What follows belongs to an exercise in optimizing a design on an open flow for small area; a production flow would make more cautious choices.
Where RTL was checked, it was by simulation tests only, not by an equivalence proof against the original.
The RTL of runs 1 and 2 was laid out without a check of its function.

==> design/flow/design.v <==
module physic (
    input wire clk,
    input wire rst_n,
    input wire en,
    input wire p1_move_left, p1_move_right, p1_jump, p1_smash,
    input wire p2_move_left, p2_move_right, p2_jump, p2_smash,
    input wire p1_cover,
    input wire p2_cover,
    output wire [9:0] p1_pos_x, p1_pos_y,
    output wire [9:0] p2_pos_x, p2_pos_y,
    output wire [9:0] ball_pos_x, ball_pos_y,
    output wire p1_is_smash,
    output wire p2_is_smash,
    output wire ball_is_smash,
    output reg game_over,
    output reg [1:0] winner,
    output reg valid
);
    function [1:0] fadd;    
        input a, b, ci;
        fadd = {(a & b) | (ci & (a ^ b)), a ^ b ^ ci};
    endfunction
    function bor;           
        input a, b, bi;
        bor = (~a & b) | (~(a ^ b) & bi);
    endfunction
    wire [19:0] K5145 = 20'd5145;
    wire [19:0] K22528 = 20'd22528;
    reg  [4:0] c;
    wire busy  = |c;
    wire run   = en | busy;
    wire first = ~busy;
    wire last  = (c == 5'd19);
    always @(posedge clk or negedge rst_n)
        if (!rst_n) c <= 5'd0;
        else        c <= (run & ~last) ? c + 5'd1 : 5'd0;
    reg [10:0] x1_r;  reg [14:0] y1_r;  reg [10:0] v1_r;  reg a1;
    reg [12:0] x2_r;  reg [14:0] y2_r;  reg [10:0] v2_r;  reg a2;
    reg [19:0] bx_r, by_r, vx_r, vy_r;
    reg [3:0]  cd;
    reg f_x1L, f_x1R, f_x2L, f_x2R, f_ld1, f_ld2;
    reg f_frp, f_frn, f_h1, f_h2, f_hd1, f_hd2, f_sd1, f_sd2;
    reg f_vym, f_vyn, f_nbt, f_nbl, f_nbr, f_wl, f_wr, f_fl, f_wn, f_ce, f_bsm;
    assign p1_pos_x   = {2'b00, x1_r[10:3]};
    assign p1_pos_y   = {1'b0, y1_r[14:6]};
    assign p2_pos_x   = x2_r[12:3];
    assign p2_pos_y   = {1'b0, y2_r[14:6]};
    assign ball_pos_x = bx_r[15:6];
    assign ball_pos_y = by_r[15:6];
    assign p1_is_smash   = f_h1 & p1_smash;
    assign p2_is_smash   = f_h2 & p2_smash;
    assign ball_is_smash = f_bsm;
    wire wx1 = (c >= 5'd3) & (c <= 5'd13);
    wire wx2 = (c >= 5'd3) & (c <= 5'd15);
    wire wy  = (c <= 5'd14);
    wire wv  = (c <= 5'd9);
    wire ox1 = wx1 & x1_r[0];
    wire ox2 = wx2 & x2_r[0];
    wire oy1 = wy & y1_r[0];
    wire oy2 = wy & y2_r[0];
    wire ov1 = wv ? v1_r[0] : v1_r[10];
    wire ov2 = wv ? v2_r[0] : v2_r[10];
    wire obx = bx_r[0];
    wire oby = by_r[0];
    wire ovx = vx_r[0];
    wire ovy = vy_r[0];
    wire cdz    = (cd == 4'd0);
    wire hit    = cdz & (f_h1 | f_h2);
    wire hp1    = f_h1;
    wire hd     = hp1 ? f_hd1 : f_hd2;
    wire sd     = hp1 ? f_sd1 : f_sd2;
    wire sm     = hp1 ? p1_smash : p2_smash;
    wire air    = hp1 ? a1 : a2;
    wire dirb   = hp1 ? p1_move_right : p2_move_left;
    wire header = hit & hd;
    wire body   = hit & ~hd;
    wire nbs    = f_nbl | f_nbr;
    wire wall   = f_wl | f_wr;
    wire mvR1 = p1_move_right & f_x1R;
    wire mvL1 = p1_move_left & f_x1L & ~mvR1;
    wire mvR2 = p2_move_right & f_x2R;
    wire mvL2 = p2_move_left & f_x2L & ~mvR2;
    wire js1  = p1_jump & ~a1;
    wire js2  = p2_jump & ~a2;
    wire ld1  = a1 & f_ld1;
    wire ld2  = a2 & f_ld2;
    reg [9:0] acy;
    wire [19:0] kx1 = go_k(game_over, mvR1, mvL1, 20'd6400);
    wire [1:0]  sx1 = fadd(~game_over & ox1, kx1[c], ~first & acy[0]);
    wire nx1 = sx1[0];
    wire [19:0] kx2 = go_k(game_over, mvR2, mvL2, 20'd33280);
    wire [1:0]  sx2 = fadd(~game_over & ox2, kx2[c], ~first & acy[1]);
    wire nx2 = sx2[0];
    function [19:0] go_k;
        input g, r, l;
        input [19:0] home;
        go_k = g ? home : r ? 20'd200 : l ? -20'd200 : 20'd0;
    endfunction
    wire y1set = game_over | ld1;
    wire [1:0] sy1 = fadd(~y1set & oy1,
                          y1set ? K22528[c] : (a1 & ov1),
                          ~first & acy[2]);
    wire ny1 = sy1[0];
    wire [19:0] kv1 = y1set ? 20'd0 : js1 ? -20'd650 : a1 ? 20'd25 : 20'd0;
    wire [1:0] sv1 = fadd(~(y1set | js1) & ov1, kv1[c], ~first & acy[3]);
    wire nv1 = sv1[0];
    wire y2set = game_over | ld2;
    wire [1:0] sy2 = fadd(~y2set & oy2,
                          y2set ? K22528[c] : (a2 & ov2),
                          ~first & acy[4]);
    wire ny2 = sy2[0];
    wire [19:0] kv2 = y2set ? 20'd0 : js2 ? -20'd650 : a2 ? 20'd25 : 20'd0;
    wire [1:0] sv2 = fadd(~(y2set | js2) & ov2, kv2[c], ~first & acy[5]);
    wire nv2 = sv2[0];
    reg vxA, vxN;
    reg [19:0] vxK;
    always @* begin
        vxA = 1'b0; vxN = 1'b0; vxK = 20'd0;
        if (game_over) ;
        else if (nbs | (~f_fl & wall)) vxN = 1'b1;
        else if (f_fl) ;
        else if (header & sm) begin
            if (air) vxK = dirb ? 20'd1500 : 20'd1000;
            else     vxK = dirb ? 20'd999  : 20'd666;
            if (~hp1) vxK = -vxK;
        end
        else if (header) begin vxA = 1'b1; vxK = sd ? 20'd320 : -20'd320; end
        else if (body)   vxK = sd ? 20'd400 : -20'd400;
        else if (f_frp)  begin vxA = 1'b1; vxK = -20'd3; end
        else if (f_frn)  begin vxA = 1'b1; vxK = 20'd3; end
        else vxA = 1'b1;
    end
    wire [1:0] svx = fadd(vxA & ovx, vxN ? ~ovx : vxK[c], first ? vxN : acy[6]);
    wire nvx = svx[0];
    reg vyA, vyN;
    reg [19:0] vyK;
    always @* begin
        vyA = 1'b0; vyN = 1'b0; vyK = 20'd0;
        if (game_over) ;
        else if (f_nbt | f_ce) vyN = 1'b1;
        else if (f_fl) ;
        else if (header & sm) vyK = air ? 20'd100 : dirb ? -20'd999 : -20'd666;
        else if (header) begin
            if (f_vym) vyK = -20'd750;
            else       vyN = 1'b1;
        end
        else if (body & f_vyn) ;
        else begin vyA = 1'b1; vyK = 20'd25; end
    end
    wire [1:0] svy = fadd(vyA & ovy, vyN ? ~ovy : vyK[c], first ? vyN : acy[7]);
    wire nvy = svy[0];
    reg [1:0] bxA;    
    reg bxV;          
    reg [19:0] bxK;
    always @* begin
        bxA = 2'd0; bxV = 1'b0; bxK = 20'd0;
        if (game_over)  bxK = (winner == 2'd1) ? 20'd28160 : 20'd7680;
        else if (f_nbl) bxK = 20'd15166;
        else if (f_nbr) bxK = 20'd20674;
        else if (f_wl)  bxK = 20'd2;
        else if (f_wr)  bxK = 20'd35838;
        else if (body) begin
            bxA = hp1 ? 2'd2 : 2'd3;
            if (hp1) bxK = sd ? 20'd7937 : -20'd1025;
            else     bxK = sd ? 20'd4097 : -20'd4865;
        end
        else begin bxA = 2'd1; bxV = 1'b1; end
    end
    wire abx = (bxA == 2'd1) ? obx : (bxA == 2'd2) ? ox1 : (bxA == 2'd3) ? ox2 : 1'b0;
    wire [1:0] sbx = fadd(abx, bxV ? ovx : bxK[c], ~first & acy[8]);
    wire nbx = sbx[0];
    reg [1:0] byA;    
    reg byV;
    reg [19:0] byK;
    always @* begin
        byA = 2'd0; byV = 1'b0; byK = 20'd0;
        if (game_over)  byK = 20'd3200;
        else if (f_ce)  byK = 20'd1;
        else if (f_fl)  byK = 20'd25600;
        else if (header) begin byA = hp1 ? 2'd2 : 2'd3; byK = -20'd5120; end
        else begin byA = 2'd1; byV = 1'b1; end
    end
    wire aby = (byA == 2'd1) ? oby : (byA == 2'd2) ? oy1 : (byA == 2'd3) ? oy2 : 1'b0;
    wire [1:0] sby = fadd(aby, byV ? ovy : byK[c], ~first & acy[9]);
    wire nby = sby[0];
    always @(posedge clk)
        acy <= {sby[1], sbx[1], svy[1], svx[1], sv2[1], sy2[1], sv1[1], sy1[1], sx2[1], sx1[1]};
    reg [2:0] dcy;
    wire [1:0] d13 = fadd(nby, nvy, ~first & dcy[0]);            
    wire [1:0] d14 = fadd(d13[0], K5145[c], ~first & dcy[1]);    
    wire [1:0] d15 = fadd(nbx, nvx, ~first & dcy[2]);            
    wire nyA = d14[0], nxs = d15[0];
    function maj;
        input a, b, ci;
        maj = (a & b) | (ci & (a | b));
    endfunction
    reg [3:0] scy;
    wire e0 = nbx ^ nx1 ^ (~first & scy[0]);       
    wire e1 = nby ^ ny1 ^ (~first & scy[1]);       
    wire e2 = nbx ^ nx2 ^ (~first & scy[2]);       
    wire e3 = nby ^ ny2 ^ (~first & scy[3]);       
    wire e0h = nbx | scy[0], e1h = nby | scy[1], e2h = nbx | scy[2], e3h = nby | scy[3];
    reg [9:0] gq;
    wire [20:0] KM1024 = -21'd1024, K7936 = 21'd7936, K1536 = 21'd1536, KM5120 = -21'd5120;
    wire [20:0] K8192 = 21'd8192, KM4864 = -21'd4864, K4096 = 21'd4096;
    wire g0 = (last ? maj(KM1024[20], ~e0h, bor(KM1024[c], e0, gq[0])) : bor(KM1024[c], e0, ~first & gq[0]));    
    wire g1 = (last ? maj(e0h, ~K7936[20], bor(e0, K7936[c], gq[1])) : bor(e0, K7936[c], ~first & gq[1]));     
    wire g2 = (last ? maj(K1536[20], ~e0h, bor(K1536[c], e0, gq[2])) : bor(K1536[c], e0, ~first & gq[2]));     
    wire g3 = (last ? maj(KM5120[20], ~e1h, bor(KM5120[c], e1, gq[3])) : bor(KM5120[c], e1, ~first & gq[3]));    
    wire g4 = (last ? maj(e1h, ~K8192[20], bor(e1, K8192[c], gq[4])) : bor(e1, K8192[c], ~first & gq[4]));     
    wire g5 = (last ? maj(KM4864[20], ~e2h, bor(KM4864[c], e2, gq[5])) : bor(KM4864[c], e2, ~first & gq[5]));    
    wire g6 = (last ? maj(e2h, ~K4096[20], bor(e2, K4096[c], gq[6])) : bor(e2, K4096[c], ~first & gq[6]));     
    wire g7 = (last ? maj(K1536[20], ~e2h, bor(K1536[c], e2, gq[7])) : bor(K1536[c], e2, ~first & gq[7]));     
    wire g8 = (last ? maj(KM5120[20], ~e3h, bor(KM5120[c], e3, gq[8])) : bor(KM5120[c], e3, ~first & gq[8]));    
    wire g9 = (last ? maj(e3h, ~K8192[20], bor(e3, K8192[c], gq[9])) : bor(e3, K8192[c], ~first & gq[9]));     
    reg [17:0] cq;
    wire lst = last;
    wire [19:0] K400 = 20'd400, KM400 = -20'd400, KM512 = -20'd512;
    wire [19:0] K19200 = 20'd19200, K15168 = 20'd15168, K20672 = 20'd20672;
    wire [19:0] K1 = 20'd1, K35839 = 20'd35839, K25600 = 20'd25600, K20480 = 20'd20480;
    wire [19:0] K15360 = 20'd15360, K17920 = 20'd17920;
    wire [19:0] KW5120 = 20'd519168, KW2560 = 20'd521728, KW3840 = 20'd520448;
    wire c12 = bor((K400[c]) ^ lst, (nvx) ^ lst, ~first & cq[0]);    
    wire c13 = bor((nvx) ^ lst, (KM400[c]) ^ lst, ~first & cq[1]);   
    wire c14 = bor((KM512[c]) ^ lst, (nvy) ^ lst, ~first & cq[2]);   
    wire c15 = bor((K19200[c]) ^ lst, (nyA) ^ lst, ~first & cq[3]);  
    wire c16 = bor((K15168[c]) ^ lst, (nxs) ^ lst, ~first & cq[4]);  
    wire c17 = bor((nxs) ^ lst, (K20672[c]) ^ lst, ~first & cq[5]);  
    wire c18 = bor((nby) ^ lst, (K15360[c]) ^ lst, ~first & cq[6]);  
    wire c19 = bor((nbx) ^ lst, (K17920[c]) ^ lst, ~first & cq[7]);  
    wire c20 = bor((K1[c]) ^ lst, (nbx) ^ lst, ~first & cq[8]);      
    wire c21 = bor((nbx) ^ lst, (K35839[c]) ^ lst, ~first & cq[9]);  
    wire c22 = bor((nby) ^ lst, (K25600[c]) ^ lst, ~first & cq[10]);  
    wire c23 = bor((nbx) ^ lst, (K20480[c]) ^ lst, ~first & cq[11]);  
    wire c24 = bor((1'b0) ^ lst, (nby) ^ lst, ~first & cq[12]);       
    wire c25 = bor((nbx) ^ lst, (KW5120[c]) ^ lst, ~first & cq[13]);  
    wire c26 = bor((nbx) ^ lst, (KW2560[c]) ^ lst, ~first & cq[14]);  
    wire c27 = bor((nby) ^ lst, (KW5120[c]) ^ lst, ~first & cq[15]);  
    wire c28 = bor((nby) ^ lst, (KW2560[c]) ^ lst, ~first & cq[16]);  
    wire c29 = bor((nby) ^ lst, (KW3840[c]) ^ lst, ~first & cq[17]);  
    wire h1a = c25 & g0;            
    wire h1b = g1;                  
    wire h1c = c27 & g3;            
    wire h1d = g4;                  
    wire h2a = c25 & g5;            
    wire h2b = g6;                  
    wire h2c = c27 & g8;
    wire h2d = g9;
    wire hd1n = ~c28 | e1h;         
    wire hd2n = ~c28 | e3h;
    wire sd1n = c26 & g2;           
    wire sd2n = c26 & g7;           
    wire ntop = ~c29 | c18;         
    wire nlft = ~c26 | c19;         
    reg nzx, nzy;
    wire nzx_n = (~first & nzx) | nvx;
    wire nzy_n = (~first & nzy) | nvy;
    reg [5:0] sq;
    wire lo16 = ~c[4];
    wire wx = lo16 & nvx, wyv = lo16 & nvy;
    wire [19:0] K600 = 20'd600, K32768 = 20'd32768, K64936 = 20'd64936;
    wire s0 = bor(K600[c],   wx, ~first & sq[0]);   
    wire s1 = bor(K32768[c], wx, ~first & sq[1]);   
    wire s2 = bor(wx, K64936[c], ~first & sq[2]);   
    wire s3 = bor(K600[c],   wyv, ~first & sq[3]);
    wire s4 = bor(K32768[c], wyv, ~first & sq[4]);
    wire s5 = bor(wyv, K64936[c], ~first & sq[5]);
    always @(posedge clk) begin
        dcy <= {d15[1], d14[1], d13[1]};
        scy <= {bor(nby, ny2, ~first & scy[3]), bor(nbx, nx2, ~first & scy[2]),
                bor(nby, ny1, ~first & scy[1]), bor(nbx, nx1, ~first & scy[0])};
        gq <= {g9, g8, g7, g6, g5, g4, g3, g2, g1, g0};
        cq <= {c29, c28, c27, c26, c25, c24, c23, c22, c21, c20, c19, c18, c17, c16, c15, c14, c13, c12};
        nzx <= nzx_n;
        nzy <= nzy_n;
        sq <= {s5, s4, s3, s2, s1, s0};
    end
    wire bsm_x = nvx ? (sq[1] & sq[2]) : (sq[0] & ~vx_r[16]);
    wire bsm_y = nvy ? (sq[4] & sq[5]) : (sq[3] & ~vy_r[16]);
    localparam [19:0] R_X1 = 20'd6400, R_Y = 20'd22528, R_X2 = 20'd33280;
    localparam [19:0] R_BX = 20'd7680, R_BY = 20'd3200;
    always @(posedge clk or negedge rst_n) begin
        if (!rst_n) begin
            x1_r <= R_X1[13:3]; y1_r <= R_Y[14:0]; v1_r <= 11'd0; a1 <= 1'b0;
            x2_r <= R_X2[15:3]; y2_r <= R_Y[14:0]; v2_r <= 11'd0; a2 <= 1'b0;
            bx_r <= R_BX; by_r <= R_BY; vx_r <= 20'd0; vy_r <= 20'd0;
            cd <= 4'd0; game_over <= 1'b0; winner <= 2'd0; valid <= 1'b0;
            f_x1L <= 1'b1; f_x1R <= 1'b1; f_x2L <= 1'b1; f_x2R <= 1'b0;
            f_ld1 <= 1'b0; f_ld2 <= 1'b0;
            f_frp <= 1'b0; f_frn <= 1'b0; f_h1 <= 1'b0; f_h2 <= 1'b0;
            f_hd1 <= 1'b1; f_hd2 <= 1'b1; f_sd1 <= 1'b0; f_sd2 <= 1'b0;
            f_vym <= 1'b1; f_vyn <= 1'b0; f_nbt <= 1'b0; f_nbl <= 1'b0; f_nbr <= 1'b0;
            f_wl <= 1'b0; f_wr <= 1'b0; f_fl <= 1'b0; f_wn <= 1'b1; f_ce <= 1'b0;
            f_bsm <= 1'b0;
        end else begin
            valid <= last;
            if (run) begin
                bx_r <= {nbx, bx_r[19:1]};
                by_r <= {nby, by_r[19:1]};
                vx_r <= {nvx, vx_r[19:1]};
                vy_r <= {nvy, vy_r[19:1]};
                if (wx1) x1_r <= {nx1, x1_r[10:1]};
                if (wx2) x2_r <= {nx2, x2_r[12:1]};
                if (wy) begin
                    y1_r <= {ny1, y1_r[14:1]};
                    y2_r <= {ny2, y2_r[14:1]};
                end
                if (wv) begin
                    v1_r[9:0] <= {nv1, v1_r[9:1]};
                    v2_r[9:0] <= {nv2, v2_r[9:1]};
                end
            end
            if (last) begin
                v1_r[10] <= nv1;
                v2_r[10] <= nv2;
                a1 <= ~game_over & (js1 | (a1 & ~f_ld1));
                a2 <= ~game_over & (js2 | (a2 & ~f_ld2));
                cd <= ~cdz ? cd - 4'd1 : (f_h1 | f_h2) ? 4'd15 : 4'd0;
                game_over <= ~game_over & f_fl;
                winner <= f_fl ? (f_wn ? 2'd2 : 2'd1) : winner;
                f_x1L <= |x1_r;
                f_x1R <= ~(x1_r[10] & x1_r[9]);
                f_x2L <= (x2_r > 13'd2560);
                f_x2R <= ~x2_r[12];
                f_ld1 <= ({nv1, v1_r[9:0]} == 11'd675);
                f_ld2 <= ({nv2, v2_r[9:0]} == 11'd675);
                f_h1  <= h1a & h1b & h1c & h1d;
                f_h2  <= h2a & h2b & h2c & h2d;
                f_hd1 <= hd1n;
                f_hd2 <= hd2n;
                f_sd1 <= sd1n;
                f_sd2 <= sd2n;
                f_frp <= c12;
                f_frn <= c13;
                f_vym <= c14;
                f_vyn <= nvy;
                f_nbt <= c15 & c16 & c17 & ntop & ~nvy & nzy_n;
                f_nbl <= c15 & c16 & c17 & ~ntop & nlft & ~nvx & nzx_n;
                f_nbr <= c15 & c16 & c17 & ~ntop & ~nlft & nvx;
                f_wl  <= ~c20;
                f_wr  <= ~c21;
                f_fl  <= ~c22;
                f_wn  <= c23;
                f_ce  <= ~c24;
                f_bsm <= bsm_x | bsm_y;
            end
        end
    end
endmodule
==> design/flow/flow/run.sh <==
#!/bin/bash
# Own layout flow: the standard flow (standard.sh, unchanged synthesis and steps), with
# the smallest buffer for the port buffers and clock tree synthesis without dummy loads.
set -euo pipefail
export BUFFER_PORTS_ARGS="-buffer_cell sky130_fd_sc_hd__buf_1"
export CTS_ARGS="-sink_clustering_enable -repair_clock_nets -dont_use_dummy_load -buf_list sky130_fd_sc_hd__clkbuf_4 -sink_clustering_size 12 -sink_clustering_max_diameter 40"
bash standard.sh > standard_flow.log 2>&1
==> design/flow/standard.sh <==
#!/bin/bash
# synth_recipe.tcl (not shown) runs the flow's synth.tcl, then flattens the netlist and writes it again
# the make line also repeats each setting of config.mk as NAME=value (left out here)
make -C /OpenROAD-flow-scripts/flow DESIGN_CONFIG=/design/flow/config.mk WORK_HOME=/design/flow/orfs CLKGATE_MAP_FILE= SYNTH_SCRIPT=/design/flow/synth_recipe.tcl "${@:-finish}"
==> design/flow/config.mk <==
export PLATFORM = sky130hd
export DESIGN_NAME = physic
export DESIGN_NICKNAME = physic
export VERILOG_FILES = /design/flow/design.v
export SDC_FILE = /design/flow/constraint.sdc
export NUM_CORES = 4
export LEC_CHECK = 0
export ABC_AREA = 1
export CAP_MARGIN = 20
export CORE_MARGIN = 2
export CORE_UTILIZATION = 60
export PLACE_DENSITY = 0.7
export SLEW_MARGIN = 20
==> design/flow/constraint.sdc <==
create_clock -name core_clock -period 10.0 [get_ports {clk}]
set_input_delay 2.0000 -clock core_clock [delete_from_list [all_inputs] [get_ports {clk}]]
set_output_delay 2.0000 -clock core_clock [all_outputs]
set_load 0.01 [all_outputs]
==> run notes, run 1 <==
- Global routing used 27.4% of the available tracks.
- The synthesized area per cell is 8.13 µm².
- The number of logic stages on the critical path including buffering is 27.
- The count of buffers added on input and output ports is 73.
- Summed over all layers, the global routing overflow is 0.
- The category of the worst setup path capture point is a flip-flop.
- Setup violations remaining at the end of the flow were counted as 0.
- The largest individual stage delay along the critical path comes from the cell fa_1.
- After technology mapping, the gate count stands at roughly 1,600.
- In this run the deepest clock path goes through 3 buffers.
- Of the synthesized area, sequential elements account for 46.0%.
- The critical path launch point type is a primary input.
- At the worst endpoint, the arrival time is 7.03 ns.
- After clock tree synthesis, the flow added hold-fix buffers numbering 0.
- After clock tree synthesis, the clock-pin slew on the worst setup and hold paths is ~0.12 ns.
- Leaving out filler cells and counting taps, the final layout contains 1,875.
- The clock sink count is around 250.
- The time the worst path needs with I/O delays and setup is roughly 6.5 ns.
- The area growth from synthesis to layout is 1.54%.
- The total via count in the routed design is 10,300.
- The critical path is of the in2reg type.
- The slew at the pin closest to its max-slew limit is 0.955 ns.
- The post-detailed-route DRC marker count is 0.
- The final layout contains roughly 1,700 nets.
- CTS placed an instance of clkbuf_4 at the clock tree root.
- Static timing analysis puts the maximum clock frequency at 155 MHz.
- The worst hold-check slack is about 0.43 ns.
- The largest net degree at the start of global routing is 144.
- The largest stage delay on the critical path is between 0.7 and 0.8 ns.
- The most used flip-flop cell after synthesis is dfrtp_1.
- Yosys mapped the design onto between 50 and 60 distinct sky130hd cell types.
- The top-level port count is 80.
- The required time of the worst setup path is 10.57 ns.
- Setup slack on the worst reg-to-reg path comes out at 4.15 ns.
- Setup repair after global routing left no endpoint under its margin.
- The final sum of negative setup slack is 0 ns.
- The launching point of the worst reg2reg path is c[1].
- The post-synthesis instance area is 13,000 µm².
- The H-tree was split into 2 levels.
- The final routed wire length divided by cell count is 16.1 µm.
- TritonCTS created 35 clock buffers.
- Cells with a size suffix above 1 make up 8.82% of the layout.
- Counting the fill cells in the layout gives between 1,500 and 2,000.
- The total count of hold-check failures in the final report is 0.
- The most frequent cell on the critical path is nand2_1.
- The origin of the worst min-delay path is vx_r[2].
- The initialized floorplan defines 53 standard-cell rows.
- The die is 151 µm tall.
- The via count of the first global-routing pass was around 9,700.
- The count of cells along the worst hold path is 2.
- For this configuration, the core starts out at a cell density of 61.7%.
- The worst hold path class is reg2reg.
- The library cell used most frequently in the layout, excluding fill and tap cells, is nand2_1.
- The number of enable-type register cells in the synthesized netlist is 0.
- The average vias per placed instance is around 5.5.
- The endpoint identified for the worst register-to-register timing path is f_nbl.
- The count of buffer and inverter cells on the critical path is 5.
- Summed over all nets, the half-perimeter wirelength after detailed placement is 21,100 µm.
- The top cell types in the final layout, fill and taps aside, are nand2_1, dfrtp_1, inv_1.
- The clock reaches the later pin of the worst-skew pair after between 0.6 and 0.7 ns.
- The number of antenna-violating nets in the routed design is 0.
- For this run, the share of the core covered by cells in the final layout is 62.6%.
- The run finished with no timing, DRC or antenna violations.
- The number of max-slew violations in the final report is 0.
- For this run, asynchronously set or reset flops after synthesis account for 78.7%.
- Max-cap violations in this run came to 0.
- Once the clock tree was built, the setup fixing pass inserted 0 buffers.
- The core region is 21,200 µm².
- The clock tree from TritonCTS is built.
- Headroom to the max-slew limit came out at 36.3%.
- The maximum fanout along the worst path is 7.
- For the worst flop-to-flop path, the logic depth is 21.
- The die area is between 20,000 and 25,000 µm².
- The first-pass iteration count of the detailed router is 6.
- At the end of routability-driven placement, the weighted congestion stood at 0.935.
- Wires add up to 30,200 µm.
- The initial antenna violation count is 1.
- The number of storage elements in the synthesis netlist is 249.
- Once the clock tree was built, the resizer swapped 0 gates to a different size.
- The first global-routing pass estimated 49,100 µm of wire.
- The kind of cell with the highest combined delay along the critical path is adder cells.
- In this run, the number of DRC markers left after iteration 0 of detailed routing was 876.
- For the final database, setup skew stands at ~0.088 ns.
- The number of warnings issued by yosys is 1.
- Dividing the final minimum period by the clock period gives 64.6%.
- The floorplan step set the die width to 151 µm.
- The worst hold path terminates at vx_r[1].
- Counting tap cells, the placed design contains a total of 1,838 instances.
[state kept, by name, summed over array words and instances, names as in the netlist, 2 cells and up]
signal and cells:
bx_r 20, sq 6, cd 4, x2_r 13, vx_r 20, v2_r 11, y1_r 15, vy_r 20
acy 10, gq 10, v1_r 11, by_r 20, c 5, cq 18, dcy 3, scy 4
winner 2, x1_r 11, y2_r 15
[cells by family after synthesis]
family,after synthesis,share of synthesized area (%)
AND/OR/NAND/NOR,700,22.1
buffers and inverters,307,11.4
AO/OA/AOI/OAI,269,12.2
flip-flops,249,46.0
adder cells (fa/ha/maj),72,7.88
XOR/XNOR,5,0.336
other,1,0.0287
multiplexers,1,0.0863
[tightest hold or removal path: stages, from the launching register on]
cell and delay, ns:
dfrtp_1 0.34, nand2_1 0.05, nand2_1 0.04
[cell type report]
class / count / area [µm²] / share of cell area (%)
repair buffers: 82 / 358 / 2.70
flip-flops and latches: 249 / 6000 / 45.3
clock buffers: 35 / 263 / 1.98
multi-input cells: 1051 / 5600 / 42.3
diodes: 2 / 5.00 / 0.0378
well taps: 275 / 344 / 2.60
inverters: 181 / 682 / 5.15
[per-layer routing]
| metal | wire, µm | vias to the layer above | global-route usage (%) |
|---|---|---|---|
| li1 | - | 5052 | - |
| met1 | 13600 | 4815 | 38.7 |
| met5 | 0 | - | 0 |
| met4 | 986 | 0 | 9.30 |
| met3 | 1910 | 73 | 4.61 |
| met2 | 13700 | 319 | 43.1 |
[how the worst max path moves through the flow]
stage                            start  endpoint  slack [ns]
final                     p2_move_left     f_nbl        3.54
after CTS                 p2_move_left     f_nbl        3.66
after global routing      p2_move_left     f_nbl        3.23
after global placement    p2_move_left     f_nbl        3.00
after detailed placement  p2_move_left     f_nbl        3.01
after floorplan           p2_move_left     f_nbl        3.93
[per-stage QoR]
stage | area (µm²) | worst slack [ns]
finish | 13200 | 3.54
global route | 13200 | 3.23
CTS | 13200 | 3.66
detailed placement | 13000 | 3.01
global placement | 13000 | 3.00
floorplan | 13100 | 3.93
[Yosys cell counts, drive strengths merged (2+ instances only)]
library cell	count	area [µm²]
a211oi	2	15.0
a21oi	63	315
a221oi	3	26.3
a22oi	7	52.6
a311oi	3	26.3
a31o	19	166
a31oi	12	81.3
a32oi	2	17.5
buf	107	728
clkbuf	19	71.3
dfrtp	171	4280
dfstp	25	657
dfxtp	53	1060
fa	17	340
ha	55	688
inv	180	678
nand2	477	1810
nand3	50	268
nand4	21	131
nor2	134	567
nor3	9	45.0
nor4	2	12.5
o2111ai	2	17.5
o211ai	2	15.0
o21ai	131	678
o21bai	5	37.5
o221ai	4	35.0
o22ai	7	50.1
o41ai	2	17.5
or2	5	31.3
xor2	4	35.0
==> run 2, diff against run 1 <==
==> design/flow/flow/run.sh (replaced) <==
#!/bin/bash
# Own layout flow: the standard flow (standard.sh, unchanged synthesis and steps), with
# the smallest buffer for the port buffers and clock tree synthesis without dummy loads.
set -euo pipefail
export BUFFER_PORTS_ARGS="-buffer_cell sky130_fd_sc_hd__buf_1"
export CTS_ARGS="-sink_clustering_enable -repair_clock_nets -dont_use_dummy_load -buf_list sky130_fd_sc_hd__clkbuf_8 -sink_clustering_size 20 -sink_clustering_max_diameter 50"
bash standard.sh > standard_flow.log 2>&1
==> run 2 against run 1 <==
Against the previous run: cell area is 0.89% higher; non-clock buffer count stayed put; setup slack worse by 0.085 ns; largest cell class unchanged; final cell count is 0.48% lower; synthesized area stayed put; sequential share of layout area is 0.40 points lower; clock-buffer cell count is 7 lower; clock skew is 0.027 ns lower; via count is 0.40% lower; sequential cell count stayed put.
==> run notes, run 2 <==
- The total count of hold-check failures in the final report is 0 (unchanged).
- The slew at the pin closest to its max-slew limit is 1.01 ns (+0.0590 ns).
- The data arrival time at the worst-slack endpoint is 7.03 ns (about the same).
- The height of the die was 151 µm (unchanged).
- The count of inserted antenna diode cells is 0 (-2).
- The proportion of synthesized flip-flops having asynchronous set or reset came to 78.7% (unchanged).
- The area after detailed placement is 13,000 µm² (unchanged).
- The number of fillers in the final layout is 1,946 (-1.1%).
- The die area is 22,900 µm² (unchanged).
- The cell count after placement is 1,838 (unchanged).
- The final routed wire length divided by cell count came to 16.2 µm (+0.51%).
- The synthesized area per cell is 8.13 µm² (unchanged).
- The half-perimeter wire length after detailed placement is 21,100 µm (unchanged).
- The dominant register cell in the synthesized netlist is dfrtp_1.
- The clock-pin slew on the worst setup and hold paths is 0.07 ns (-0.05 ns).
- The time the worst path needs with I/O delays and setup is 6.54 ns (+0.0848 ns).
- The final worst clock skew was 0.0608 ns (-0.0270 ns).
- The total routed wirelength is 30,200 µm (about the same).
- The post-synthesis instance area came to 13,000 µm² (unchanged).
- The final period utilization is 65.4% (+0.85 points).
- The DRC marker count from the first detailed-route iteration came to 817 (-6.7%).
- The total setup buffers inserted after CTS is 0 (unchanged).
- The number of enable-type register cells in the synthesized netlist was 0 (unchanged).
- The category of the worst setup path capture point is a flip-flop.
- The library cells used most frequently in the layout, excluding fill and tap cells, are nand2_1, dfrtp_1, inv_1.
- The highest clock frequency the design can meet came to 153 MHz (-1.3%).
- The clock insertion delay at the later pin of the skew report is 0.58 ns (-0.07 ns).
- After synthesis, the most frequently instantiated cells are nand2_1, dfrtp_1, inv_1.
- The relative slew slack was 32.4% (-3.9 points).
- The area growth from synthesis to layout is 2.45%.
- The deepest clock path buffer count is 3 (unchanged).
- The number of warnings issued by yosys was 1 (unchanged).
- The worst hold path class is reg2reg.
- The number of storage elements in the synthesis netlist was 249 (unchanged).
- The area of the placeable core is 21,200 µm² (unchanged).
- The sequential element share of the synthesized area was 46.0% (unchanged).
- The reported max-cap violation count is 0 (unchanged).
- The total via count in the routed design came to 10,200 (-0.40%).
- The flow ran to the end and the layout has no timing, DRC or antenna violations.
- CTS placed an instance of clkbuf_8 at the clock tree root.
- The critical path launch point type is a primary input.
- The class of the most critical setup path is in2reg.
- The starting utilization of the core area came to 61.7% (unchanged).
- The H-tree depth reported by CTS is 1 (-1).
- The number of buffers created by CTS is 28 (-20%).
- The number of placement rows is 53 (unchanged).
- The synthesized design spends more area on one cell type than any other, namely dfrtp_1.
- The number of standard cells after synthesis is 1,604 (unchanged).
- The number of resized instances in the post-cts repair step is 0 (unchanged).
- The first-pass iteration count of the detailed router came to 5 (-1).
- The total global-route track usage is 27.2% (-0.23 points).
- The number of buffers inserted by hold repair at cts is 0 (unchanged).
- The routability congestion estimate from global placement is 0.935 (unchanged).
- The final cell count without fillers came to 1,866 (-0.48%).
- Setup repair after global routing left no endpoint under its margin.
- The count of unique library cells instantiated by Yosys is 59 (unchanged).
- The top-area cell type share of the netlist area is 32.8% (unchanged).
- The summed area of non-filler cells in the final layout is 13,400 µm² (+0.89%).
- The required time of the worst setup path is 10.49 ns (-0.08 ns).
- The average vias per placed instance is 5.48 (about the same).
- The number of max-slew violations in the final report is 0 (unchanged).
- The worst hold-check slack is 0.452 ns (+0.0232 ns).
- The net count reported at finish is 1,678 (-0.42%).
- TritonCTS built the clock tree.
- The total of buffers placed on input and output ports came to 73 (unchanged).
- The initial antenna violation count was 0 (-1).
- By area the synthesized netlist is led by dfrtp_1, nand2_1, dfxtp_1, ha_1, dfstp_2.
- The top-level port count is 80 (unchanged).
- The via count of the first global-routing pass is 9,646 (-1.0%).
- The number of antenna-violating nets in the routed design is 0 (unchanged).
- The maximum fanout along the worst path was 7 (unchanged).
- The final sum of negative setup slack was 0 ns (unchanged).
- The post-detailed-route DRC marker count is 0 (unchanged).
- The total congestion overflow after global routing is 0 (unchanged).
- The clock sink count came to 249 (unchanged).
- The first-pass GRT wire length was 49,000 µm (-0.22%).
- The proportion of layout cells with a drive suffix above 1 was 8.42% (-0.40 points).
- The largest net degree at the start of global routing came to 144 (unchanged).
- The number of failing setup endpoints in the final timing report is 0 (unchanged).
- The die span in x is 151 µm (unchanged).
- The leading cell type in the layout, fill and taps excluded is nand2_1.
- The final core area utilization is 63.2% (+0.56 points).
- The most common cell in the netlist is nand2_1.
-- run 2: path summary, 6_finish.rpt --
path / startpoint / end / slack (ns) / depth (start not counted)
worst max register to register: c[1] / f_nbl / 4.17 / 20
min in group asynchronous: rst_n / x1_r[10] / 1.54 / 1
max in group asynchronous: rst_n / bx_r[1] / 7.25 / 2
worst min-delay path: nzx / nzx / 0.45 / 2
worst max-delay path: p2_move_left / f_nbl / 3.46 / 27
worst min register to register: nzx / nzx / 0.45 / 2
-- run 2: cell families after synthesis --
| family | synth area share (%) |
|---|---|
| AND/OR/NAND/NOR | 22.1 |
| buffers and inverters | 11.4 |
| AO/OA/AOI/OAI | 12.2 |
| flip-flops | 46.0 |
| adder cells (fa/ha/maj) | 7.88 |
| XOR/XNOR | 0.336 |
| other | 0.0287 |
| multiplexers | 0.0863 |
-- run 2: worst max-delay path, stage by stage --
cell and delay, ns:
buf_1 0.16, inv_1 0.11, o21ai_0 0.43, inv_1 0.14, ha_1 0.33, or2_2 0.30, nand2_1 0.08, nand2_1 0.05
a21oi_1 0.14, a21oi_1 0.09, o21ai_0 0.10, nand3_1 0.10, nand2_1 0.09, nand2_1 0.05, nand2_1 0.06, nand2_1 0.07
fa_1 0.74, inv_1 0.16, fa_1 0.49, xnor2_1 0.28, inv_1 0.08, ha_1 0.28, a31o_2 0.16, nand3_1 0.13
nor2_2 0.22, o21ai_1 0.11, o22ai_2 0.09
-- run 2: cell type report --
| type | count | area (µm²) | area share [%] |
|---|---|---|---|
| timing repair buffer | 82 | 358 | 2.68 |
| multi-input combinational | 1051 | 5600 | 41.9 |
| sequential | 249 | 6000 | 44.9 |
| inverter | 181 | 682 | 5.10 |
| tap | 275 | 344 | 2.57 |
| clock buffer | 28 | 385 | 2.88 |
-- run 2: layer usage --
| metal | routed length [µm] | track usage (%) | part of all wire [%] | vias to the layer above |
|---|---|---|---|---|
| li1 | - | - | - | 5023 |
| met1 | 13600 | 38.8 | 45 | 4816 |
| met2 | 13800 | 42.8 | 46 | 309 |
| met3 | 1830 | 4.01 | 6.1 | 70 |
| met4 | 1030 | 8.97 | 3.4 | 0 |
| met5 | 0 | 0 | 0 | - |
-- run 2: stage by stage --
step	setup slack, ns
2_1_floorplan	3.93
3_3_place_gp	3.00
4_1_cts	3.57
5_1_grt	3.14
6_report	3.46
3_5_place_dp	3.01
==> run 3, diff against run 2 <==
--- a/design/flow/design.v
+++ b/design/flow/design.v
@@ -22,7 +22,7 @@
     endfunction
     function bor;           
         input a, b, bi;
-        bor = (~a & b) | (~(a ^ b) & bi);
+        bor = (~a & b) | (bi & (~a | b));
     endfunction
     wire [19:0] K5145 = 20'd5145;
     wire [19:0] K22528 = 20'd22528;
@@ -85,103 +85,124 @@
     wire ld1  = a1 & f_ld1;
     wire ld2  = a2 & f_ld2;
     reg [9:0] acy;
-    wire [19:0] kx1 = go_k(game_over, mvR1, mvL1, 20'd6400);
-    wire [1:0]  sx1 = fadd(~game_over & ox1, kx1[c], ~first & acy[0]);
+    wire [19:0] M200 = 20'd200, M6400 = 20'd6400, M33280 = 20'd33280, M650 = 20'd650, M25 = 20'd25;
+    wire [19:0] M1500 = 20'd1500, M1000 = 20'd1000, M999 = 20'd999, M666 = 20'd666, M320 = 20'd320;
+    wire [19:0] M400 = 20'd400, M3 = 20'd3, M100 = 20'd100, M750 = 20'd750;
+    wire [19:0] M28160 = 20'd28160, M7680 = 20'd7680, M15166 = 20'd15166, M20674 = 20'd20674;
+    wire [19:0] M2 = 20'd2, M35838 = 20'd35838, M7937 = 20'd7937, M1025 = 20'd1025, M4097 = 20'd4097;
+    wire [19:0] M4865 = 20'd4865, M3200 = 20'd3200, M1 = 20'd1, M25600 = 20'd25600, M5120 = 20'd5120;
+    wire x1m = (game_over & M6400[c]) | (~game_over & (mvR1 | mvL1) & M200[c]);
+    wire x1s = ~game_over & ~mvR1 & mvL1;
+    wire [1:0] sx1 = fadd(~game_over & ox1, x1s ^ x1m, first ? x1s : acy[0]);
     wire nx1 = sx1[0];
-    wire [19:0] kx2 = go_k(game_over, mvR2, mvL2, 20'd33280);
-    wire [1:0]  sx2 = fadd(~game_over & ox2, kx2[c], ~first & acy[1]);
+    wire x2m = (game_over & M33280[c]) | (~game_over & (mvR2 | mvL2) & M200[c]);
+    wire x2s = ~game_over & ~mvR2 & mvL2;
+    wire [1:0] sx2 = fadd(~game_over & ox2, x2s ^ x2m, first ? x2s : acy[1]);
     wire nx2 = sx2[0];
-    function [19:0] go_k;
-        input g, r, l;
-        input [19:0] home;
-        go_k = g ? home : r ? 20'd200 : l ? -20'd200 : 20'd0;
-    endfunction
     wire y1set = game_over | ld1;
     wire [1:0] sy1 = fadd(~y1set & oy1,
                           y1set ? K22528[c] : (a1 & ov1),
                           ~first & acy[2]);
     wire ny1 = sy1[0];
-    wire [19:0] kv1 = y1set ? 20'd0 : js1 ? -20'd650 : a1 ? 20'd25 : 20'd0;
-    wire [1:0] sv1 = fadd(~(y1set | js1) & ov1, kv1[c], ~first & acy[3]);
+    wire v1s = ~y1set & js1;                               
+    wire v1m = (v1s & M650[c]) | (~y1set & ~js1 & a1 & M25[c]);
+    wire [1:0] sv1 = fadd(~(y1set | js1) & ov1, v1s ^ v1m, first ? v1s : acy[3]);
     wire nv1 = sv1[0];
     wire y2set = game_over | ld2;
     wire [1:0] sy2 = fadd(~y2set & oy2,
                           y2set ? K22528[c] : (a2 & ov2),
                           ~first & acy[4]);
     wire ny2 = sy2[0];
-    wire [19:0] kv2 = y2set ? 20'd0 : js2 ? -20'd650 : a2 ? 20'd25 : 20'd0;
-    wire [1:0] sv2 = fadd(~(y2set | js2) & ov2, kv2[c], ~first & acy[5]);
+    wire v2s = ~y2set & js2;
+    wire v2m = (v2s & M650[c]) | (~y2set & ~js2 & a2 & M25[c]);
+    wire [1:0] sv2 = fadd(~(y2set | js2) & ov2, v2s ^ v2m, first ? v2s : acy[5]);
     wire nv2 = sv2[0];
-    reg vxA, vxN;
-    reg [19:0] vxK;
+    reg vxA, vxV, vxS;
+    reg m1500, m1000, m999, m666, m320, m400, m3;
     always @* begin
-        vxA = 1'b0; vxN = 1'b0; vxK = 20'd0;
+        vxA = 1'b0; vxV = 1'b0; vxS = 1'b0;
+        {m1500, m1000, m999, m666, m320, m400, m3} = 7'd0;
         if (game_over) ;
-        else if (nbs | (~f_fl & wall)) vxN = 1'b1;
+        else if (nbs | (~f_fl & wall)) begin vxV = 1'b1; vxS = 1'b1; end
         else if (f_fl) ;
         else if (header & sm) begin
-            if (air) vxK = dirb ? 20'd1500 : 20'd1000;
-            else     vxK = dirb ? 20'd999  : 20'd666;
-            if (~hp1) vxK = -vxK;
+            vxS = ~hp1;
+            if (air) begin m1500 = dirb; m1000 = ~dirb; end
+            else     begin m999  = dirb; m666  = ~dirb; end
         end
-        else if (header) begin vxA = 1'b1; vxK = sd ? 20'd320 : -20'd320; end
-        else if (body)   vxK = sd ? 20'd400 : -20'd400;
-        else if (f_frp)  begin vxA = 1'b1; vxK = -20'd3; end
-        else if (f_frn)  begin vxA = 1'b1; vxK = 20'd3; end
+        else if (header) begin vxA = 1'b1; m320 = 1'b1; vxS = ~sd; end
+        else if (body)   begin m400 = 1'b1; vxS = ~sd; end
+        else if (f_frp)  begin vxA = 1'b1; m3 = 1'b1; vxS = 1'b1; end
+        else if (f_frn)  begin vxA = 1'b1; m3 = 1'b1; end
         else vxA = 1'b1;
     end
-    wire [1:0] svx = fadd(vxA & ovx, vxN ? ~ovx : vxK[c], first ? vxN : acy[6]);
+    wire vxM = (m1500 & M1500[c]) | (m1000 & M1000[c]) | (m999 & M999[c]) | (m666 & M666[c]) |
+               (m320 & M320[c]) | (m400 & M400[c]) | (m3 & M3[c]);
+    wire [1:0] svx = fadd(vxA & ovx, vxS ^ (vxV ? ovx : vxM), first ? vxS : acy[6]);
     wire nvx = svx[0];
-    reg vyA, vyN;
-    reg [19:0] vyK;
+    reg vyA, vyV, vyS;
+    reg n25, n100, n999, n666, n750;
     always @* begin
-        vyA = 1'b0; vyN = 1'b0; vyK = 20'd0;
+        vyA = 1'b0; vyV = 1'b0; vyS = 1'b0;
+        {n25, n100, n999, n666, n750} = 5'd0;
         if (game_over) ;
-        else if (f_nbt | f_ce) vyN = 1'b1;
+        else if (f_nbt | f_ce) begin vyV = 1'b1; vyS = 1'b1; end
         else if (f_fl) ;
-        else if (header & sm) vyK = air ? 20'd100 : dirb ? -20'd999 : -20'd666;
+        else if (header & sm) begin
+            if (air) n100 = 1'b1;
+            else begin vyS = 1'b1; n999 = dirb; n666 = ~dirb; end
+        end
         else if (header) begin
-            if (f_vym) vyK = -20'd750;
-            else       vyN = 1'b1;
+            vyS = 1'b1;
+            if (f_vym) n750 = 1'b1;
+            else       vyV = 1'b1;
         end
         else if (body & f_vyn) ;
-        else begin vyA = 1'b1; vyK = 20'd25; end
+        else begin vyA = 1'b1; n25 = 1'b1; end
     end
-    wire [1:0] svy = fadd(vyA & ovy, vyN ? ~ovy : vyK[c], first ? vyN : acy[7]);
+    wire vyM = (n25 & M25[c]) | (n100 & M100[c]) | (n999 & M999[c]) | (n666 & M666[c]) | (n750 & M750[c]);
+    wire [1:0] svy = fadd(vyA & ovy, vyS ^ (vyV ? ovy : vyM), first ? vyS : acy[7]);
     wire nvy = svy[0];
     reg [1:0] bxA;    
-    reg bxV;          
-    reg [19:0] bxK;
+    reg bxV, bxS;
+    reg q28160, q7680, q15166, q20674, q2, q35838, q7937, q1024, q4097, q4864;
     always @* begin
-        bxA = 2'd0; bxV = 1'b0; bxK = 20'd0;
-        if (game_over)  bxK = (winner == 2'd1) ? 20'd28160 : 20'd7680;
-        else if (f_nbl) bxK = 20'd15166;
-        else if (f_nbr) bxK = 20'd20674;
-        else if (f_wl)  bxK = 20'd2;
-        else if (f_wr)  bxK = 20'd35838;
+        bxA = 2'd0; bxV = 1'b0; bxS = 1'b0;
+        {q28160, q7680, q15166, q20674, q2, q35838, q7937, q1024, q4097, q4864} = 10'd0;
+        if (game_over) begin q28160 = (winner == 2'd1); q7680 = (winner != 2'd1); end
+        else if (f_nbl) q15166 = 1'b1;
+        else if (f_nbr) q20674 = 1'b1;
+        else if (f_wl)  q2 = 1'b1;
+        else if (f_wr)  q35838 = 1'b1;
         else if (body) begin
             bxA = hp1 ? 2'd2 : 2'd3;
-            if (hp1) bxK = sd ? 20'd7937 : -20'd1025;
-            else     bxK = sd ? 20'd4097 : -20'd4865;
+            bxS = ~sd;
+            if (hp1) begin q7937 = sd; q1024 = ~sd; end
+            else     begin q4097 = sd; q4864 = ~sd; end
         end
         else begin bxA = 2'd1; bxV = 1'b1; end
     end
+    wire bxM = (q28160 & M28160[c]) | (q7680 & M7680[c]) | (q15166 & M15166[c]) | (q20674 & M20674[c]) |
+               (q2 & M2[c]) | (q35838 & M35838[c]) | (q7937 & M7937[c]) | (q1024 & M1025[c]) |
+               (q4097 & M4097[c]) | (q4864 & M4865[c]);
     wire abx = (bxA == 2'd1) ? obx : (bxA == 2'd2) ? ox1 : (bxA == 2'd3) ? ox2 : 1'b0;
-    wire [1:0] sbx = fadd(abx, bxV ? ovx : bxK[c], ~first & acy[8]);
+    wire [1:0] sbx = fadd(abx, bxS ^ (bxV ? ovx : bxM), first ? bxS : acy[8]);
     wire nbx = sbx[0];
     reg [1:0] byA;    
-    reg byV;
-    reg [19:0] byK;
+    reg byV, byS;
+    reg r3200, r1, r25600;
     always @* begin
-        byA = 2'd0; byV = 1'b0; byK = 20'd0;
-        if (game_over)  byK = 20'd3200;
-        else if (f_ce)  byK = 20'd1;
-        else if (f_fl)  byK = 20'd25600;
-        else if (header) begin byA = hp1 ? 2'd2 : 2'd3; byK = -20'd5120; end
+        byA = 2'd0; byV = 1'b0; byS = 1'b0;
+        {r3200, r1, r25600} = 3'd0;
+        if (game_over)  r3200 = 1'b1;
+        else if (f_ce)  r1 = 1'b1;
+        else if (f_fl)  r25600 = 1'b1;
+        else if (header) begin byA = hp1 ? 2'd2 : 2'd3; byS = 1'b1; end
         else begin byA = 2'd1; byV = 1'b1; end
     end
+    wire byM = (r3200 & M3200[c]) | (r1 & M1[c]) | (r25600 & M25600[c]) | (byS & M5120[c]);
     wire aby = (byA == 2'd1) ? oby : (byA == 2'd2) ? oy1 : (byA == 2'd3) ? oy2 : 1'b0;
-    wire [1:0] sby = fadd(aby, byV ? ovy : byK[c], ~first & acy[9]);
+    wire [1:0] sby = fadd(aby, byS ^ (byV ? ovy : byM), first ? byS : acy[9]);
     wire nby = sby[0];
     always @(posedge clk)
         acy <= {sby[1], sbx[1], svy[1], svx[1], sv2[1], sy2[1], sv1[1], sy1[1], sx2[1], sx1[1]};
@@ -220,24 +241,24 @@
     wire [19:0] K1 = 20'd1, K35839 = 20'd35839, K25600 = 20'd25600, K20480 = 20'd20480;
     wire [19:0] K15360 = 20'd15360, K17920 = 20'd17920;
     wire [19:0] KW5120 = 20'd519168, KW2560 = 20'd521728, KW3840 = 20'd520448;
-    wire c12 = bor((K400[c]) ^ lst, (nvx) ^ lst, ~first & cq[0]);    
-    wire c13 = bor((nvx) ^ lst, (KM400[c]) ^ lst, ~first & cq[1]);   
-    wire c14 = bor((KM512[c]) ^ lst, (nvy) ^ lst, ~first & cq[2]);   
-    wire c15 = bor((K19200[c]) ^ lst, (nyA) ^ lst, ~first & cq[3]);  
-    wire c16 = bor((K15168[c]) ^ lst, (nxs) ^ lst, ~first & cq[4]);  
-    wire c17 = bor((nxs) ^ lst, (K20672[c]) ^ lst, ~first & cq[5]);  
-    wire c18 = bor((nby) ^ lst, (K15360[c]) ^ lst, ~first & cq[6]);  
-    wire c19 = bor((nbx) ^ lst, (K17920[c]) ^ lst, ~first & cq[7]);  
-    wire c20 = bor((K1[c]) ^ lst, (nbx) ^ lst, ~first & cq[8]);      
-    wire c21 = bor((nbx) ^ lst, (K35839[c]) ^ lst, ~first & cq[9]);  
-    wire c22 = bor((nby) ^ lst, (K25600[c]) ^ lst, ~first & cq[10]);  
-    wire c23 = bor((nbx) ^ lst, (K20480[c]) ^ lst, ~first & cq[11]);  
-    wire c24 = bor((1'b0) ^ lst, (nby) ^ lst, ~first & cq[12]);       
-    wire c25 = bor((nbx) ^ lst, (KW5120[c]) ^ lst, ~first & cq[13]);  
-    wire c26 = bor((nbx) ^ lst, (KW2560[c]) ^ lst, ~first & cq[14]);  
-    wire c27 = bor((nby) ^ lst, (KW5120[c]) ^ lst, ~first & cq[15]);  
-    wire c28 = bor((nby) ^ lst, (KW2560[c]) ^ lst, ~first & cq[16]);  
-    wire c29 = bor((nby) ^ lst, (KW3840[c]) ^ lst, ~first & cq[17]);  
+    wire c12 = (lst ? bor(~(K400[c]), ~(nvx), cq[0]) : bor(K400[c], nvx, ~first & cq[0]));    
+    wire c13 = (lst ? bor(~(nvx), ~(KM400[c]), cq[1]) : bor(nvx, KM400[c], ~first & cq[1]));   
+    wire c14 = (lst ? bor(~(KM512[c]), ~(nvy), cq[2]) : bor(KM512[c], nvy, ~first & cq[2]));   
+    wire c15 = (lst ? bor(~(K19200[c]), ~(nyA), cq[3]) : bor(K19200[c], nyA, ~first & cq[3]));  
+    wire c16 = (lst ? bor(~(K15168[c]), ~(nxs), cq[4]) : bor(K15168[c], nxs, ~first & cq[4]));  
+    wire c17 = (lst ? bor(~(nxs), ~(K20672[c]), cq[5]) : bor(nxs, K20672[c], ~first & cq[5]));  
+    wire c18 = (lst ? bor(~(nby), ~(K15360[c]), cq[6]) : bor(nby, K15360[c], ~first & cq[6]));  
+    wire c19 = (lst ? bor(~(nbx), ~(K17920[c]), cq[7]) : bor(nbx, K17920[c], ~first & cq[7]));  
+    wire c20 = (lst ? bor(~(K1[c]), ~(nbx), cq[8]) : bor(K1[c], nbx, ~first & cq[8]));      
+    wire c21 = (lst ? bor(~(nbx), ~(K35839[c]), cq[9]) : bor(nbx, K35839[c], ~first & cq[9]));  
+    wire c22 = (lst ? bor(~(nby), ~(K25600[c]), cq[10]) : bor(nby, K25600[c], ~first & cq[10]));  
+    wire c23 = (lst ? bor(~(nbx), ~(K20480[c]), cq[11]) : bor(nbx, K20480[c], ~first & cq[11]));  
+    wire c24 = (lst ? bor(~(1'b0), ~(nby), cq[12]) : bor(1'b0, nby, ~first & cq[12]));       
+    wire c25 = (lst ? bor(~(nbx), ~(KW5120[c]), cq[13]) : bor(nbx, KW5120[c], ~first & cq[13]));  
+    wire c26 = (lst ? bor(~(nbx), ~(KW2560[c]), cq[14]) : bor(nbx, KW2560[c], ~first & cq[14]));  
+    wire c27 = (lst ? bor(~(nby), ~(KW5120[c]), cq[15]) : bor(nby, KW5120[c], ~first & cq[15]));  
+    wire c28 = (lst ? bor(~(nby), ~(KW2560[c]), cq[16]) : bor(nby, KW2560[c], ~first & cq[16]));  
+    wire c29 = (lst ? bor(~(nby), ~(KW3840[c]), cq[17]) : bor(nby, KW3840[c], ~first & cq[17]));  
     wire h1a = c25 & g0;            
     wire h1b = g1;                  
     wire h1c = c27 & g3;            
==> design/flow/flow/run.sh (replaced) <==
#!/bin/bash
# Own layout flow: the standard flow (standard.sh, unchanged synthesis and steps), with
# the smallest buffer for the port buffers and clock tree synthesis without dummy loads.
set -euo pipefail
export BUFFER_PORTS_ARGS="-buffer_cell sky130_fd_sc_hd__buf_1"
export CTS_ARGS="-sink_clustering_enable -repair_clock_nets -dont_use_dummy_load -buf_list {sky130_fd_sc_hd__clkbuf_2 sky130_fd_sc_hd__clkbuf_4} -sink_clustering_size 8 -sink_clustering_max_diameter 30"
bash standard.sh > standard_flow.log 2>&1
==> run 3 against run 2 <==
Against the previous run: still clean; wire length decreased by 5.9%; final cell count increased by 0.54%; clock skew increased by 0.045 ns; via count decreased by 2.4%; hold slack got worse by 0.0094 ns; synthesized area decreased by 2.6%; synthesized cell count decreased by 0.87%; critical endpoint is now f_nbr.
==> run notes, run 3 <==
- The critical path starts at p1_smash.
- The top cell types in the final layout, fill and taps aside, are nand2_1, dfrtp_1, inv_1.
- The run finished with no timing, DRC or antenna violations.
- The top-level port count is 80 (unchanged).
- The top-area cell type share of the netlist area is 33.7% (+0.86 points).
- The final period utilization was 54.1% (-11 points).
- The die area is 22,400 µm² (-2.5%).
- TritonCTS built the clock tree.
- The number of enable-type register cells in the synthesized netlist came to 0 (unchanged).
- Ranked by instance count, the synthesized netlist is headed by nand2_1, dfrtp_1, inv_1.
- The origin of the worst min-delay path is vx_r[4].
- The total of buffers placed on input and output ports is 73 (unchanged).
- The number of antenna-violating nets in the routed design was 0 (unchanged).
- The via count of the first global-routing pass is 9,298 (-3.6%).
- The highest clock frequency the design can meet was 185 MHz (+21%).
- The first-pass GRT wire length came to 46,300 µm (-5.4%).
- The total global-route track usage is 25.9% (-1.2 points).
- The net count reported at finish is 1,646 (-1.9%).
- The area growth from synthesis to layout is 1.89%.
- The final sum of negative setup slack is 0 ns (unchanged).
- The half-perimeter wire length after detailed placement is 19,600 µm (-7.4%).
- The uppermost layer routed is met4.
- The dominant register cell in the synthesized netlist is dfrtp_1.
- The met1 wire length is 13,000 µm (-4.7%).
- The most critical setup path has its endpoint at f_nbr.
- The average vias per placed instance is 5.32 (-2.9%).
- Setup repair after global routing left no endpoint under its margin.
- The post-synthesis instance area is 12,700 µm² (-2.6%).
- The met3 wire length came to 1910 µm (+4.4%).
- After synthesis, the cell types taking the most area are dfrtp_1, nand2_1, dfxtp_1, dfstp_2, inv_1.
- The most common cell in the netlist is nand2_1.
- The worst hold path belongs to the class reg2reg.
- The data arrival time at the worst-slack endpoint is 5.98 ns (-1.05 ns).
- The category of the worst setup path capture point is a flip-flop.
- The starting utilization of the core area is 60.9% (-0.81 points).
- The die span in x is 150 µm (-1.2%).
- The number of resized instances in the post-cts repair step came to 0 (unchanged).
- The worst flop-to-flop path endpoint is f_nbr.
- The sequential element share of the synthesized area was 47.2% (+1.2 points).
- The number of warnings issued by yosys is 1 (unchanged).
- The slew at the pin closest to its max-slew limit was 0.953 ns (-0.0612 ns).
- The height of the die is 150 µm (-1.2%).
- The total count of hold-check failures in the final report came to 0 (unchanged).
- The worst register-to-register path begins at c[1].
- The root buffer cell chosen for the clock tree is clkbuf_4.
- The number of storage elements in the synthesis netlist was 249 (unchanged).
- The number of placement rows is 53 (unchanged).
- The final cell count without fillers is 1,876 (+0.54%).
- The number of max-slew violations in the final report is 0 (unchanged).
- The count of unique library cells instantiated by Yosys is 64 (+8.5%).
- The total congestion overflow after global routing came to 0 (unchanged).
- The required time of the worst setup path is 10.57 ns (+0.08 ns).
- The initial antenna violation count is 1 (+1).
- The worst setup path is of the in2reg kind.
- The H-tree depth reported by CTS is 2 (+1).
- The total routed wirelength is 28,400 µm (-5.9%).
- The maximum fanout along the worst path is 6 (-1).
- The synthesized area per cell is 8.00 µm² (-1.7%).
- The clock-pin slew on the worst setup and hold paths is 0.07 ns (about the same).
- The final core area utilization came to 62.0% (-1.2 points).
- The final worst clock skew came to 0.105 ns (+0.0447 ns).
- The area of the placeable core is 20,900 µm² (-1.3%).
- Leaving out fill and tap cells, the most frequent cell in the layout is nand2_1.
- STA classifies the critical path startpoint as a primary input.
- The number of buffers inserted by hold repair at cts is 0 (unchanged).
- The deepest clock path buffer count is 3 (unchanged).
- The time the worst path needs with I/O delays and setup was 5.41 ns (-1.13 ns).
- The DRC marker count from the first detailed-route iteration is 557 (-32%).
- The final routed wire length divided by cell count is 15.2 µm (-6.4%).
- The number of failing setup endpoints in the final timing report is 0 (unchanged).
- The cell count after placement is 1,824 (-0.76%).
- The clock sink count is 249 (unchanged).
- The routed wire length on met2 is 12,800 µm (-7.1%).
- The number of buffers created by CTS is 50 (+79%).
- The count of cells along the worst register-to-register path is 21 (+5.0%).
- The proportion of synthesized flip-flops having asynchronous set or reset is 78.7% (unchanged).
- The proportion of layout cells with a drive suffix above 1 is 8.81% (+0.39 points).
- The relative slew slack is 36.5% (+4.1 points).
- The clock insertion delay at the later pin of the skew report came to 0.67 ns (+0.09 ns).
- The post-detailed-route DRC marker count is 0 (unchanged).
- The total setup buffers inserted after CTS came to 0 (unchanged).
- The routability congestion estimate from global placement came to 0.994 (+6.4%).
- The largest net degree at the start of global routing is 83 (-42%).
- The total via count in the routed design is 9,974 (-2.4%).
- The number of standard cells after synthesis is 1,590 (-0.87%).
- The reported max-cap violation count came to 0 (unchanged).
- The first-pass iteration count of the detailed router is 6 (+1).
- The dominant cell type by area after synthesis is dfrtp_1.
- The reg-to-reg setup timing slack is 4.61 ns (+0.44 ns).
-- run 3: cell type report --
| cell class | instances | area [µm²] |
|---|---|---|
| Fill cell | 1919 | 7940 |
| Sequential cell | 249 | 6000 |
| Multi-Input combinational cell | 1040 | 5200 |
| Inverter | 179 | 677 |
| Clock buffer | 50 | 375 |
| Timing Repair Buffer | 82 | 353 |
| Tap cell | 275 | 344 |
| Antenna cell | 1 | 2.50 |
-- run 3: critical path, cell delays in order --
cell	delay, ns
buf_1	0.07
nand2_1	0.12
nand2_1	0.15
nand3_1	0.12
nor2_1	0.23
nand3_1	0.10
nand2_1	0.08
nand2_1	0.05
nand3b_1	0.11
nand2_1	0.06
nand2_1	0.06
nand2_1	0.06
fa_1	0.67
inv_1	0.17
fa_1	0.52
inv_1	0.06
fa_1	0.53
inv_1	0.06
a21oi_1	0.13
or2_1	0.11
nand2_1	0.07
nor2_2	0.12
nand2_1	0.07
nor2_2	0.11
nand2_1	0.07
nand2_1	0.06
-- run 3: logic make-up (layout without fill, tap and decap cells) --
| logic type | count (synthesis) | after routing | share of synthesized area [%] |
|---|---|---|---|
| mux | 8 | 8 | 0.699 |
| fa+ha+maj | 34 | 34 | 4.11 |
| xor+xnor | 4 | 4 | 0.335 |
| buf+inv | 304 | 311 | 12.0 |
| compound gates | 231 | 231 | 10.5 |
| other cells | 1 | 5 | 0.0295 |
| flops | 249 | 249 | 47.2 |
| simple gates | 759 | 759 | 25.1 |
-- run 3: how the worst min path moves through the flow --
stage / to / slack [ns] / depth (start not counted)
6_report: vx_r[3] / 0.44 / 2
5_1_grt: vx_r[3] / 0.46 / 2
4_1_cts: vx_r[3] / 0.45 / 2
3_5_place_dp: nzx / 0.43 / 2
3_3_place_gp: nzx / 0.43 / 2
2_1_floorplan: nzx / 0.42 / 2
-- run 3: metal layers --
layer  vias up  GRT usage (%)
met5         -              0
met4         0           8.90
met3        61           6.07
met2       266           40.6
met1      4666           35.6
li1       4981              -
-- run 3: metrics by stage --
| step | hold slack [ns] | setup slack [ns] | cell area [µm²] |
|---|---|---|---|
| global route | 0.461 | 4.30 | 13000 |
| detailed placement | 0.432 | 4.02 | 12600 |
| CTS | 0.445 | 4.67 | 12900 |
| finish | 0.442 | 4.59 | 13000 |
| floorplan | 0.419 | 4.65 | 12700 |
| global placement | 0.430 | 4.06 | 12600 |
==> run 4, diff against run 3 <==
==> design/flow/flow/run.sh (replaced) <==
#!/bin/bash
# Own layout flow: the standard flow (standard.sh, unchanged synthesis and steps), with
# the smallest buffer for the port buffers and clock tree synthesis without dummy loads.
set -euo pipefail
export BUFFER_PORTS_ARGS="-buffer_cell sky130_fd_sc_hd__buf_1"
export CTS_ARGS="-sink_clustering_enable -repair_clock_nets -dont_use_dummy_load -buf_list sky130_fd_sc_hd__clkbuf_4 -sink_clustering_size 10 -sink_clustering_max_diameter 35"
bash standard.sh > standard_flow.log 2>&1
==> run 4 against run 3 <==
Against the previous run: sequential cell count stayed put; synthesized cell count did not move; critical path depth is the same; setup slack worse by 0.019 ns; sequential share of layout area increased by 0.18 points; global-route usage about the same; synthesized area unchanged; cell area shrank 0.39%; maximum frequency decreased by 0.36%.
==> run notes, run 4 <==
- The average vias per placed instance is 5.32 (+0.13%).
- Yosys attributes the largest share of cell area to dfrtp_1, nand2_1, dfxtp_1, dfstp_2, inv_1.
- The clock sink count is 249 (unchanged).
- The relative slew slack is 36.5% (about the same).
- The maximum fanout along the worst path is 6 (unchanged).
- The net count reported at finish was 1,639 (-0.43%).
- The clock-pin slew on the worst setup and hold paths is 0.10 ns (+0.03 ns).
- The largest net degree at the start of global routing is 83 (unchanged).
- The number of storage elements in the synthesis netlist was 249 (unchanged).
- The final routed wire length divided by cell count came to 15.2 µm (+0.31%).
- The proportion of layout cells with a drive suffix above 1 is 8.41% (-0.40 points).
- The path with the worst hold slack has its endpoint at by_r[4].
- The top-area cell type share of the netlist area is 33.7% (unchanged).
- The area of the placeable core is 20,900 µm² (unchanged).
- The routing usage on met2 was 40.7% (+0.16 points).
- The total count of hold-check failures in the final report is 0 (unchanged).
- The number of failing setup endpoints in the final timing report is 0 (unchanged).
- The number of resized instances in the post-cts repair step is 0 (unchanged).
- The met3 usage in global routing is 5.46% (-0.61 points).
- The routability congestion estimate from global placement came to 0.994 (unchanged).
- The endpoint identified for the worst register-to-register timing path is f_nbr.
- The required time of the worst setup path is 10.56 ns (about the same).
- The area after detailed placement is 12,600 µm² (unchanged).
- The mux share of post-synthesis cell area came to 0.699% (unchanged).
- The synthesized area per cell is 8.00 µm² (unchanged).
- The total of buffers placed on input and output ports came to 73 (unchanged).
- The area of all sequential standard cells is 6000 µm² (unchanged).
- The total routed wirelength is 28,400 µm (about the same).
- The number of buffers created by CTS came to 43 (-14%).
- The summed area of non-filler cells in the final layout is 12,900 µm² (-0.39%).
- The initial antenna violation count is 1 (unchanged).
- The H-tree depth reported by CTS is 2 (unchanged).
- The flow ran to the end and the layout has no timing, DRC or antenna violations.
- By area, the combinational part of the netlist is dominated by simple AND/OR/NAND/NOR gates.
- The total global-route track usage is 25.9% (-0.026 points).
- Setup repair after global routing left no endpoint under its margin.
- The number of fillers in the final layout is 1,913 (-0.31%).
- The most used routing layer in global routing is met2.
- The reg-to-reg setup timing slack is 4.62 ns (about the same).
- The die span in x is 150 µm (unchanged).
- The time the worst path needs with I/O delays and setup came to 5.43 ns (+0.0195 ns).
- The final worst clock skew came to 0.0984 ns (-0.00708 ns).
- The launching point of the worst reg2reg path is c[1].
- The height of the die is 150 µm (unchanged).
- The post-layout worst setup margin is 4.57 ns (-0.0195 ns).
- The total via count in the routed design came to 9,955 (-0.19%).
==> run 4: cell counts after synthesis <==
Identical to the previous run, type by type.
==> run 4: metrics by stage <==
| step | hold WS (ns) | utilization (%) | cells |
|---|---|---|---|
| after floorplan | 0.419 | - | 1593 |
| after global placement | 0.430 | 60.1 | 1824 |
| after detailed placement | 0.432 | 60.1 | 1824 |
| after CTS | 0.453 | 61.7 | 1867 |
| after global routing | 0.463 | 61.8 | 1870 |
| final | 0.447 | 61.8 | 1870 |
==> run 4: critical path, cell delays in order <==
cell and delay, ns:
buf_1 0.07, nand2_1 0.12, nand2_1 0.15, nand3_1 0.12, nor2_1 0.23, nand3_1 0.10, nand2_1 0.08, nand2_1 0.05
nand3b_1 0.11, nand2_1 0.06, nand2_1 0.06, nand2_1 0.06, fa_1 0.68, inv_1 0.18, fa_1 0.52, inv_1 0.06
fa_1 0.53, inv_1 0.06, a21oi_1 0.14, or2_1 0.11, nand2_1 0.07, nor2_2 0.12, nand2_1 0.07, nor2_2 0.11
nand2_1 0.07, nand2_1 0.06
==> run 4: cell type report <==
class                           instances  area share, %
Sequential cell                       249           46.5
Multi-Input combinational cell       1040           40.3
Inverter                              179           5.25
Timing Repair Buffer                   82           2.73
Tap cell                              275           2.67
Antenna cell                            2         0.0388
Clock buffer                           43           2.50
==> run 4: per-layer routing <==
| metal | routed length [µm] | share of wire [%] |
|---|---|---|
| met3 | 1790 | 6.3 |
| met2 | 12800 | 45 |
| met4 | 727 | 2.6 |
| met5 | 0 | 0 |
| met1 | 13100 | 46 |
==> run 4: worst max-delay path by stage <==
stage	end
floorplan	f_nbr
global placement	f_nbr
detailed placement	f_nbr
CTS	f_nbr
global route	f_nbr
finish	f_nbr
==> run 4: kinds of logic after synthesis <==
logic type / count (synthesis)
and+or+nand+nor: 759
buffers and inverters: 304
DFF: 249
AOI/OAI and AO/OA: 231
adders and majority gates: 34
muxes: 8
xor gates and xnor gates: 4
other: 1

[what the ideal ports hide]
The results above use ideal ports. As a check the final layouts listed here were re-extracted and re-timed, cells and wires unchanged. Step 1, drivers: a clkbuf_16 drives clk and a buf_2 each remaining input, both assumed. Step 2 times the ports against the registers' clock, not the clock port: input delays grow and output delays shrink by t, the midpoint of the rising clock arrivals with the driver on. a / b / c = ideal / step 1 / step 2; a / b = the first two.
run | t, ns | slack for setup (ns) | worst setup path after step 2 | worst slew at a driven data input, ns | pins driven straight from the clock port
run 1 | 0.657 | 3.540 / 3.547 / 2.890 | input to register | 0.04 | 1
run 2 | 0.592 | 3.456 / 3.462 / 2.871 | input to register | 0.04 | 1
run 3 | 0.664 | 4.589 / 4.611 / 3.947 | input to register | 0.03 | 1
run 4 | 0.636 | 4.570 / 4.589 / 3.953 | input to register | 0.03 | 1
After both steps every run listed still meets setup and hold. For run 1, which loses most, drivers alone change the setup slack by +0.007 ns; drivers and shift together by -0.650 ns.
